Source: an optimization exercise on an open RTL-to-GDS flow (aim: small area and a short achievable clock period). Production flows keep margins and buffers that such runs may drop. Where RTL was checked, it was by simulation tests only, not by an equivalence proof against the original. Power is estimated from default activity; no workload was simulated.

==> job 3819 <==
## fifo
module fifo #(
    parameter LENGTH = 32,
    parameter WIDTH  = 16
) (
    input logic reset_i,
    input logic clk_i,
    input logic read_en,
    input logic write_en,
    input logic [WIDTH-1:0] data_i,
    output logic empty_o,
    output logic full_o,
    output logic [WIDTH-1:0] data_o
);
==> module fifo, before the edit <==
module fifo #(
    parameter LENGTH = 32,
    parameter WIDTH  = 16
) (
    input logic reset_i,
    input logic clk_i,
    input logic read_en,
    input logic write_en,
    input logic [WIDTH-1:0] data_i,
    output logic empty_o,
    output logic full_o,
    output logic [WIDTH-1:0] data_o
);
  localparam AW = $clog2(LENGTH);
  logic [AW-1:0] write_ptr;
  logic [LENGTH-1:0] rsel;
  logic empty_r, full_r;
  logic [WIDTH-1:0] mem [LENGTH-1:0];
  wire rd = read_en & ~empty_r;
  wire wr = write_en & ~full_r;
  wire one_left = rsel[write_ptr - 1'b1];
  wire one_free = rsel[write_ptr + 1'b1];
  assign empty_o = empty_r | reset_i;
  assign full_o  = full_r & ~reset_i;
  logic [WIDTH-1:0] rdata;
  always_comb begin
    rdata = '0;
    for (int i = 0; i < LENGTH; i++) rdata = rdata | (mem[i] & {WIDTH{rsel[i]}});
  end
  always_ff @(posedge clk_i, posedge reset_i) begin
    if (reset_i) begin
      write_ptr <= 0;
      rsel      <= LENGTH'(1);
      empty_r   <= 1'b1;
      full_r    <= 1'b0;
      data_o    <= 0;
    end else begin
      if (rd) begin
        data_o <= rdata;
        rsel   <= {rsel[LENGTH-2:0], rsel[LENGTH-1]};
      end
      if (wr) write_ptr <= write_ptr + 1'b1;
      empty_r <= ~wr & (empty_r | (rd & one_left));
      full_r  <= ~rd & (full_r | (wr & one_free));
    end
  end
  always_ff @(posedge clk_i) begin
    if (~full_r) mem[write_ptr] <= data_i;
  end
endmodule
==> flow/config.mk <==
export PLATFORM = sky130hd
export DESIGN_NAME = fifo
export DESIGN_NICKNAME = fifo
export VERILOG_FILES = /design/flow/design.v
export SDC_FILE = /design/flow/constraint.sdc
export NUM_CORES = 4
export LEC_CHECK = 0
export CAP_MARGIN = 20
export CORE_MARGIN = 2
export CORE_UTILIZATION = 60
export SETUP_SLACK_MARGIN = 2.1
export SLEW_MARGIN = 20
==> flow/constraint.sdc <==
create_clock -name core_clock -period 4.0 [get_ports {clk_i}]
set_input_delay 0.8000 -clock core_clock [delete_from_list [all_inputs] [get_ports {clk_i}]]
set_output_delay 0.8000 -clock core_clock [all_outputs]
set_load 0.01 [all_outputs]
run.sh (not shown) runs the stock make flow with config.mk's settings and CLKGATE_MAP_FILE= SYNTH_SCRIPT=/design/flow/synth_recipe.tcl, a recipe that flattens the netlist after the stock synthesis.
==> inputs of job 1261, as changes to job 3819 <==
==> flow/design.v (replaced) <==
module fifo #(
    parameter LENGTH = 32,
    parameter WIDTH  = 16
) (
    input logic reset_i,
    input logic clk_i,
    input logic read_en,
    input logic write_en,
    input logic [WIDTH-1:0] data_i,
    output logic empty_o,
    output logic full_o,
    output logic [WIDTH-1:0] data_o
);
  localparam LO = 4;
  localparam HI = LENGTH / LO;
  logic [LO-1:0] lo;
  logic [HI-1:0] hi;
  logic nonempty_r, full_r;
  logic [WIDTH-1:0] mem [LENGTH-1:0];
  wire rd = read_en & nonempty_r;
  wire wr = write_en & ~full_r;
  wire one_left = lo[0] & hi[0];           
  wire one_free = lo[LO-2] & hi[HI-1];     
  assign empty_o = ~nonempty_r | reset_i;
  assign full_o  = full_r & ~reset_i;
  logic [WIDTH-1:0] rdata;
  always_comb begin
    rdata = '0;
    for (int j = 0; j < HI; j++)
      for (int i = 0; i < LO; i++)
        rdata = rdata | (mem[LO*j+i] & {WIDTH{hi[j] & lo[i]}});
  end
  always_ff @(posedge clk_i, posedge reset_i) begin
    if (reset_i) begin
      lo         <= LO'(1) << (LO - 1);
      hi         <= HI'(1) << (HI - 1);
      nonempty_r <= 1'b0;
      full_r     <= 1'b0;
      data_o     <= 0;
    end else begin
      if (rd) data_o <= rdata;
      if (wr & ~rd) begin
        lo <= {lo[LO-2:0], lo[LO-1]};
        if (lo[LO-1]) hi <= {hi[HI-2:0], hi[HI-1]};
      end else if (rd & ~wr) begin
        lo <= {lo[0], lo[LO-1:1]};
        if (lo[0]) hi <= {hi[0], hi[HI-1:1]};
      end
      nonempty_r <= wr | (nonempty_r & ~(rd & one_left));
      full_r     <= ~rd & (full_r | (wr & one_free));
    end
  end
  always_ff @(posedge clk_i) begin
    if (wr) begin
      mem[0] <= data_i;
      for (int i = 1; i < LENGTH; i++) mem[i] <= mem[i-1];
    end
  end
endmodule
==> flow/flow/run.sh (new file) <==
#!/bin/bash
bash standard.sh MATCH_CELL_FOOTPRINT=0 "BUFFER_PORTS_ARGS=-buffer_cell sky130_fd_sc_hd__buf_4" \
  "CTS_ARGS=-sink_clustering_enable -repair_clock_nets -dont_use_dummy_load -sink_clustering_size 24 -sink_clustering_max_diameter 80" \
  finish > standard.log 2>&1
==> flow/standard.sh (new file) <==
#!/bin/bash
# synth_recipe.tcl (not shown) runs the flow's synth.tcl, then flattens the netlist and writes it again
# the make line also repeats each setting of config.mk as NAME=value (left out here)
make -C /OpenROAD-flow-scripts/flow DESIGN_CONFIG=/design/flow/config.mk WORK_HOME=/design/flow/orfs CLKGATE_MAP_FILE= SYNTH_SCRIPT=/design/flow/synth_recipe.tcl "${@:-finish}"
- SETUP_SLACK_MARGIN: 2.1 -> 1.9
removed: flow/run.sh
==> inputs of job 5960, as changes to job 3819 <==
==> flow/design.v (replaced) <==
module fifo #(
    parameter LENGTH = 32,
    parameter WIDTH  = 16
) (
    input logic reset_i,
    input logic clk_i,
    input logic read_en,
    input logic write_en,
    input logic [WIDTH-1:0] data_i,
    output logic empty_o,
    output logic full_o,
    output logic [WIDTH-1:0] data_o
);
  localparam LO = 4;
  localparam HI = LENGTH / LO;
  logic [LO-1:0] wlo, rlo;
  logic [HI-1:0] whi, rhi;
  logic nonempty_r, full_r;
  logic [WIDTH-1:0] mem [LENGTH-1:0];
  wire rd = read_en & nonempty_r;
  wire wr = write_en & ~full_r;
  wire [LO-1:0] rlo_n = {rlo[LO-2:0], rlo[LO-1]};
  wire [HI-1:0] rhi_n = rlo[LO-1] ? {rhi[HI-2:0], rhi[HI-1]} : rhi;
  wire [LO-1:0] wlo_n = {wlo[LO-2:0], wlo[LO-1]};
  wire [HI-1:0] whi_n = wlo[LO-1] ? {whi[HI-2:0], whi[HI-1]} : whi;
  wire one_left = |(rlo_n & wlo) & |(rhi_n & whi);
  wire one_free = |(wlo_n & rlo) & |(whi_n & rhi);
  assign empty_o = ~nonempty_r | reset_i;
  assign full_o  = full_r & ~reset_i;
  logic [WIDTH-1:0] rdata;
  always_comb begin
    rdata = '0;
    for (int j = 0; j < HI; j++)
      for (int i = 0; i < LO; i++)
        rdata = rdata | (mem[LO*j+i] & {WIDTH{rhi[j] & rlo[i]}});
  end
  always_ff @(posedge clk_i, posedge reset_i) begin
    if (reset_i) begin
      wlo        <= LO'(1);
      whi        <= HI'(1);
      rlo        <= LO'(1);
      rhi        <= HI'(1);
      nonempty_r <= 1'b0;
      full_r     <= 1'b0;
      data_o     <= 0;
    end else begin
      if (rd) begin
        data_o <= rdata;
        rlo    <= rlo_n;
        rhi    <= rhi_n;
      end
      if (wr) begin
        wlo <= wlo_n;
        whi <= whi_n;
      end
      nonempty_r <= wr | (nonempty_r & ~(rd & one_left));
      full_r     <= ~rd & (full_r | (wr & one_free));
    end
  end
  always_ff @(posedge clk_i) begin
    for (int j = 0; j < HI; j++)
      for (int i = 0; i < LO; i++)
        if (~full_r & whi[j] & wlo[i]) mem[LO*j+i] <= data_i;
  end
endmodule
- CORE_UTILIZATION: 60 -> 70
==> comparison <==
- Clock skew: job 3819 is higher than job 5960 (3.8 ps).
- Job 3819 completed without violations. Job 1261 passed the timing, design-rule and antenna checks. Job 5960 went through all stages and came out clean.
- In job 5960 the total power is smaller than in job 1261, by about 20%.
- Combinational power: job 5960 < job 3819 < job 1261.
- Sequential power: job 3819 is smaller than job 1261 (16%).
- Wire length: job 1261 < job 5960 < job 3819.
- First-iteration DRC count: job 1261 < job 3819 < job 5960.
- Synthesized area: job 1261 < job 5960 < job 3819.
- The highest via count belongs to job 5960, the lowest to job 1261.
- Maximum frequency, highest first: job 1261, job 5960, job 3819.
- Final area: job 1261 < job 5960 < job 3819.
==> figures <==
|  | job 1261 | job 5960 | job 3819 |
|---|---|---|---|
| Run status | no timing/DRC/antenna violations | no timing/DRC/antenna violations | no timing/DRC/antenna violations |
| Die Outline Area | 34,600 um2 | 31,200 um2 | 36,600 um2 |
| Worst-Skew Late Latency | 570 ps | 570 ps | 610 ps |
| Detailed-route via count | 11,011 | 13,878 | 13,462 |
| Met2 WL post-DR | 20.6 mm | 30.1 mm | 31.9 mm |
| GRT met1 Usage | 0.410 | 0.613 | 0.551 |
| Comb. pwr | 3.60 mW | 0.969 mW | 2.73 mW |
| Worst Hold Margin | 398 ps | 432 ps | 496 ps |
| Worst r2r path cells | 3 | 6 | 9 |
| Reg-to-reg slack, setup | 1940 ps | 1860 ps | 1770 ps |
| Total routing resource utilization after global routing | 0.259 | 0.433 | 0.392 |
| Fraction of the mapped netlist area in compound gates | 0.129 | 0.135 | 0.0992 |
| Data required time of the worst path | 4180 ps | 4420 ps | 4480 ps |
| Final standard cell utilization of the core | 0.660 | 0.852 | 0.729 |
| Parity-gate share of the synthesized area counting xor and xnor cells | 0 | 0 | 0.00375 |
| R2r startpoint | full_r | rlo[2] | write_ptr[0] |
| Area used by multi-input combinational logic | 3400 um2 | 4130 um2 | 4290 um2 |
| # clock sinks | 542 | 554 | 567 |
| Setup fix buffers added after clock tree synthesis | 1 | 68 | 66 |
| Critical path destination | mem[31][12] | data_o[4] | full_r |
| Simple-gate share of the synthesized area | 0.0334 | 0.0398 | 0.0588 |
No functional check of the RTL was part of job 3819 and job 5960.

what the ideal ports hide:
In the flow no input, the clock included, has a driving cell. The finished layouts below were timed again as built, in two steps.
Step 1 sets driving cells, clkbuf_16 on the clock port and buf_2 on the other inputs (assumed; they add their load-dependent delay and slew).
Step 2 moves the port delays by t, midway between the first and last clock arrival at a register: inputs arrive t later, outputs are due t later. That takes back most of the time a late clock gives input paths.
Three values: ideal, step 1, step 2; two values: the first two.
run	t, ns	setup slack, ns	pins driven straight from the clock port
job 3819	0.657	1.774 / 1.774 / 1.539	1
job 1261	0.611	1.937 / 1.937 / 1.439	1
job 5960	0.614	1.856 / 1.856 / 1.565	1
After both steps every run listed still meets setup and hold. For job 1261, which loses most, drivers alone change the setup slack by 0.000 ns; drivers and shift together by -0.498 ns.
